From an optimization exercise on the open Yosys and OpenROAD flow, aimed at small area; shortcuts taken in it are not production practice. In this exercise RTL edits were held to simulation tests only and were not proved equivalent to the original. The clock port is modelled as an ideal driver, which makes a skipped or thinned clock tree look cheaper than it is; a real chip needs a root buffer or a tree. Power is estimated from default activity; no workload was simulated.

// vending_machine
module vending_machine(
input			CLK,
input			RESET,
input			RELOAD,
input			CARD_IN,
input	[2:0]	ITEM_CODE,
input			KEY_PRESS,
input			VALID_TRN,
output			VEND,
output			INVALID_SEL,
output	[2:0]	COST,
output			FALID_TRAN
);
reg k1, k2, pay;
reg [2:0] t;
reg [2:0] x;
reg cost2, cost5;
assign COST = {cost5, cost2, cost5};
wire k1_d, k2_d, pay_d, cost2_d, cost5_d, x_en;
wire [2:0] t_d;
wire [9:0] z;             
wire nc1, nc2;            
wire [4:0] a;             
wire m4, p4, navail;
vm_or3b  u_nc1 (.a(x[2]), .b(x[1]), .cn(x[0]), .y(nc1));
vm_or3b  u_nc2 (.a(x[2]), .b(x[0]), .cn(x[1]), .y(nc2));
genvar gi;
generate for (gi = 0; gi < 5; gi = gi + 1) begin : g_av
	vm_o22ai u_a (.a1(nc1), .a2(z[gi]), .b1(nc2), .b2(z[gi + 5]), .y(a[gi]));
end endgenerate
vm_mux4  u_m4 (.a0(a[0]), .a1(a[1]), .a2(a[2]), .a3(a[3]), .s0(ITEM_CODE[0]), .s1(ITEM_CODE[1]), .y(m4));
vm_nor3b u_p4 (.a(ITEM_CODE[1]), .b(ITEM_CODE[0]), .cn(a[4]), .y(p4));
vm_mux2i u_na (.a0(m4), .a1(p4), .s(ITEM_CODE[2]), .y(navail));
wire w, idle_act, nr, t4, g, ev, ge, gn, stay;
vm_or3   u_w   (.a(k1), .b(k2), .c(pay), .y(w));
vm_nor2  u_ia  (.a(w), .b(t[0]), .y(idle_act));
vm_inv   u_nr  (.a(RESET), .y(nr));
vm_and2b u_t4  (.an(t[0]), .b(t[2]), .y(t4));
vm_nor2  u_g   (.a(RESET), .b(t4), .y(g));
vm_mux2  u_ev  (.a0(KEY_PRESS), .a1(VALID_TRN), .s(pay), .y(ev));
vm_and2  u_ge  (.a(g), .b(ev), .y(ge));
vm_nor2b u_gn  (.a(ev), .bn(g), .y(gn));
vm_and2  u_st  (.a(gn), .b(w), .y(stay));
  ...
Size in the first run: about 180 cells after synthesis, roughly 15 I/O pins.
==> flow/config.mk <==
export PLATFORM = sky130hd
export DESIGN_NAME = vending_machine
export DESIGN_NICKNAME = vending_machine
export VERILOG_FILES = /design/flow/design.v
export SDC_FILE = /design/flow/constraint.sdc
export NUM_CORES = 4
export LEC_CHECK = 0
export CAP_MARGIN = 20
export CORE_MARGIN = 2
export CORE_UTILIZATION = 40
export SLEW_MARGIN = 20
export SYNTH_HIERARCHICAL = 1
==> flow/constraint.sdc <==
create_clock -name core_clock -period 8.0 [get_ports {CLK}]
set_input_delay 1.6000 -clock core_clock [delete_from_list [all_inputs] [get_ports {CLK}]]
set_output_delay 1.6000 -clock core_clock [all_outputs]
set_load 0.01 [all_outputs]
standard.sh (not shown) runs the stock make flow with config.mk's settings and CLKGATE_MAP_FILE= SYNTH_SCRIPT=/design/flow/synth_recipe.tcl, a recipe that flattens the netlist after the stock synthesis.
==> flow/flow/run.sh <==
#!/bin/bash
# The standard ORFS layout (standard.sh, unchanged synthesis) with:
#  - the smallest buffer (buf_1) on every input and output port;
#  - combinational cells downsized to their smallest drive strength after
#    floorplanning (flow/downsize.tcl); later repairs upsize where needed;
#  - a clock tree of VM_CLK_GROUPS buffers, each driving the register clock
#    pins of one placement cluster (flow/cts.tcl), in place of TritonCTS.
set -euo pipefail
here=$(pwd)
export BUFFER_PORTS_ARGS="-buffer_cell sky130_fd_sc_hd__buf_1"
export POST_FLOORPLAN_TCL=$here/flow/downsize.tcl
export PRE_CTS_TCL=$here/flow/cts.tcl
export VM_CLK_GROUPS=2
export VM_CLK_BUF=sky130_fd_sc_hd__clkbuf_16
bash standard.sh > standard.log 2>&1
==> flow/flow/cts.tcl <==
# Sourced by ORFS's cts.tcl before clock_tree_synthesis: in place of the tree
# TritonCTS would build, split the register clock pins into VM_CLK_GROUPS
# groups by placement (k-means) and drive each group from one clock buffer
# placed at its centre; the clock port drives only those buffers. Every
# register is one buffer away from the clock port.
rename clock_tree_synthesis __tritoncts
proc clock_tree_synthesis { args } {
  set k 3
  if { [info exists ::env(VM_CLK_GROUPS)] } { set k $::env(VM_CLK_GROUPS) }
  set bufcell sky130_fd_sc_hd__clkbuf_8
  if { [info exists ::env(VM_CLK_BUF)] } { set bufcell $::env(VM_CLK_BUF) }
  set block [ord::get_db_block]
  set dbu [$block getDbUnitsPerMicron]
  set pins {}
  set xs {}
  set ys {}
  foreach pin [get_pins -of_objects [get_nets CLK]] {
    set it [sta::sta_to_db_pin $pin]
    set bb [[$it getInst] getBBox]
    lappend pins $pin
    lappend xs [expr { ([$bb xMin] + [$bb xMax]) / 2.0 / $dbu }]
    lappend ys [expr { ([$bb yMin] + [$bb yMax]) / 2.0 / $dbu }]
  }
  set n [llength $pins]
  # initial centres: points spread along the sorted x coordinate
  set order [lsort -real -indices $xs]
  set cx {}
  set cy {}
  for { set c 0 } { $c < $k } { incr c } {
    set i [lindex $order [expr { int(($c + 0.5) * $n / $k) }]]
    lappend cx [lindex $xs $i]
    lappend cy [lindex $ys $i]
  }
  for { set iter 0 } { $iter < 50 } { incr iter } {
    set assign {}
    for { set i 0 } { $i < $n } { incr i } {
      set best 0
      set bd 1e30
      for { set c 0 } { $c < $k } { incr c } {
        set dx [expr { [lindex $xs $i] - [lindex $cx $c] }]
        set dy [expr { [lindex $ys $i] - [lindex $cy $c] }]
        set d [expr { $dx * $dx + $dy * $dy }]
        if { $d < $bd } { set bd $d; set best $c }
      }
      lappend assign $best
    }
    set ncx {}
    set ncy {}
    for { set c 0 } { $c < $k } { incr c } {
      set sx 0.0
      set sy 0.0
      set m 0
      for { set i 0 } { $i < $n } { incr i } {
        if { [lindex $assign $i] == $c } {
          set sx [expr { $sx + [lindex $xs $i] }]
          set sy [expr { $sy + [lindex $ys $i] }]
          incr m
        }
      }
      if { $m > 0 } {
        lappend ncx [expr { $sx / $m }]
        lappend ncy [expr { $sy / $m }]
      } else {
        lappend ncx [lindex $cx $c]
        lappend ncy [lindex $cy $c]
      }
    }
    set cx $ncx
    set cy $ncy
  }
  for { set c 0 } { $c < $k } { incr c } {
    set group {}
    for { set i 0 } { $i < $n } { incr i } {
      if { [lindex $assign $i] == $c } { lappend group [lindex $pins $i] }
    }
    if { [llength $group] == 0 } { continue }
    puts "clock group $c: [llength $group] pins, buffer at ([lindex $cx $c], [lindex $cy $c])"
    insert_buffer -net CLK -load_pins $group -buffer_cell $bufcell \
      -location [list [lindex $cx $c] [lindex $cy $c]] \
      -buffer_name clkbuf_$c -net_name clknet_$c
  }
  set_propagated_clock [all_clocks]
}
Other scripts of this flow, unchanged in this note and not shown: flow/flow/downsize.tcl
The starting point finished clean.
Next try:
--- a/flow/flow/run.sh
+++ b/flow/flow/run.sh
@@ -13,2 +13,2 @@
-export VM_CLK_GROUPS=2
-export VM_CLK_BUF=sky130_fd_sc_hd__clkbuf_16
+export VM_CLK_GROUPS=3
+export VM_CLK_BUF=sky130_fd_sc_hd__clkbuf_8
After rerunning:
- global-route usage climbs by 0.14 points
- combinational power hardly moves
- cell area drops by 0.41%
- die area does not change
- setup slack loses 19 ps
- worst hold slack stays flat
No run of this note takes its clock network from TritonCTS; it comes from the design's own scripts or RTL.

---

== job 3916 ==
vending_machine, a different RTL version from the one above (not shown whole).
For scale: ~180 cells after synthesis, roughly 2000 sq um of cells after synthesis.
==> flow/config.mk <==
export PLATFORM = sky130hd
export DESIGN_NAME = vending_machine
export DESIGN_NICKNAME = vending_machine
export VERILOG_FILES = /design/flow/design.v
export SDC_FILE = /design/flow/constraint.sdc
export NUM_CORES = 4
export LEC_CHECK = 0
export CAP_MARGIN = 20
export CORE_MARGIN = 2
export CORE_UTILIZATION = 90
export SLEW_MARGIN = 20
export SYNTH_HIERARCHICAL = 1
==> flow/constraint.sdc <==
create_clock -name core_clock -period 8.0 [get_ports {CLK}]
set_input_delay 1.6000 -clock core_clock [delete_from_list [all_inputs] [get_ports {CLK}]]
set_output_delay 1.6000 -clock core_clock [all_outputs]
set_load 0.01 [all_outputs]
==> flow/flow/run.sh <==
#!/bin/bash
# The standard ORFS layout (standard.sh, unchanged synthesis) with:
#  - the smallest buffer (buf_1) on every input and output port;
#  - combinational cells downsized to their smallest drive strength after
#    floorplanning (flow/downsize.tcl); later repairs upsize where needed;
#  - a clock tree of VM_CLK_GROUPS buffers, each driving the register clock
#    pins of one placement cluster (flow/cts.tcl), in place of TritonCTS.
set -euo pipefail
here=$(pwd)
export BUFFER_PORTS_ARGS="-buffer_cell sky130_fd_sc_hd__buf_1"
export POST_FLOORPLAN_TCL=$here/flow/downsize.tcl
export PRE_CTS_TCL=$here/flow/cts.tcl
export VM_CLK_GROUPS=4
export VM_CLK_BUF=sky130_fd_sc_hd__clkbuf_4
bash standard.sh > standard.log 2>&1
==> flow/flow/downsize.tcl <==
# Downsize every combinational cell that synthesis gave a drive strength
# above the smallest to the smallest-area cell of the same function (same
# cell family, other drive strength). Registers keep their cells; later
# repair steps upsize again wherever slew, capacitance or timing need it.
proc vm_downsize { } {
  set dont_use [list]
  if { [info exists ::env(DONT_USE_CELLS)] } { set dont_use $::env(DONT_USE_CELLS) }
  set n 0
  foreach inst [get_cells *] {
    set lc [get_lib_cells -of_objects $inst]
    set name [get_name $lc]
    if { ![regexp {^(sky130_fd_sc_hd__[a-z0-9]+)_([0-9]+)$} $name -> base sz] } { continue }
    if { [regexp {__(df|edf|sdf|dl|clk|buf|inv|tap|fill|decap|conb)} $base] } { continue }
    set best $name
    set best_area [get_property $lc area]
    foreach c [get_lib_cells ${base}_*] {
      set cn [get_name $c]
      if { ![regexp "^${base}_\[0-9\]+\$" $cn] } { continue }
      if { [lsearch -exact $dont_use $cn] >= 0 } { continue }
      set a [get_property $c area]
      if { $a < $best_area } { set best $cn; set best_area $a }
    }
    if { $best ne $name } {
      replace_cell $inst [get_lib_cells $best]
      incr n
    }
  }
  puts "vm_downsize: $n cells downsized"
}
vm_downsize
Scripts as last shown in full above: flow/flow/cts.tcl
For job 3916, the flow was terminated by a tool error in global placement without I/O and produced no final design.
--- input diff job 3916..job 4891 ---
--- a/flow/flow/run.sh
+++ b/flow/flow/run.sh
@@ -11,5 +11,5 @@
 export POST_FLOORPLAN_TCL=$here/flow/downsize.tcl
 export PRE_CTS_TCL=$here/flow/cts.tcl
-export VM_CLK_GROUPS=4
-export VM_CLK_BUF=sky130_fd_sc_hd__clkbuf_4
+export VM_CLK_GROUPS=3
+export VM_CLK_BUF=sky130_fd_sc_hd__clkbuf_8
 bash standard.sh > standard.log 2>&1
--- a/flow/config.mk
+++ b/flow/config.mk
@@ -8,5 +8,5 @@
 export CAP_MARGIN = 20
 export CORE_MARGIN = 2
-export CORE_UTILIZATION = 90
+export CORE_UTILIZATION = 65
 export SLEW_MARGIN = 20
 export SYNTH_HIERARCHICAL = 1
--- outcome ---
The remaining runs in job 3916 and job 4891 completed every stage, whereas job 3916 halted early.
In the summary table, job 3916 is marked failed, with error GPL-0301 raised in global placement without I/O.
Taking job 3916 as the reference point, the vertical die dimension of job 4891 rises by 16%.
Diff job 3916..job 4891 | mapped cell area | unchanged
Job 4891 vs. job 3916: die span in x went up; effective utilization at floorplan moved down; average cell area after synthesis held steady; number of distinct standard cells referenced by the synthesized netlist did not really move; count of standard-cell rows rose 3.
In job 4891 the design's own scripts or RTL, not TritonCTS, make the clock network.

afterwards: timing with drivers on the ports:
The results above use ideal ports. As a check the final layouts listed here were re-extracted and re-timed, cells and wires unchanged.
Step 1 (the two cells are an assumption about what drives the block):
set clk [get_ports {CLK}]
set_driving_cell -lib_cell sky130_fd_sc_hd__clkbuf_16 $clk
set_driving_cell -lib_cell sky130_fd_sc_hd__buf_2 [delete_from_list [all_inputs] $clk]
Step 2, shift: input delay + t, output delay - t, t = (earliest + latest rising clock arrival at the registers) / 2. This alone moves slack from input paths to output paths.
a / b / c = no drivers / after step 1 / after step 2; a / b = the first two.
run	shift t [ns]	setup WS [ns]	worst slew at a driven data input, ns
the first run of note 1	0.197	4.412 / 4.427 / 4.231	0.04
the second run of note 1	0.201	4.393 / 4.409 / 4.209	0.04
job 4891	0.200	4.518 / 4.537 / 4.337	0.03
After both steps setup and hold are still met in every run listed. For the second run of note 1, which loses most, drivers alone change the setup slack by +0.016 ns; drivers and shift together by -0.184 ns.
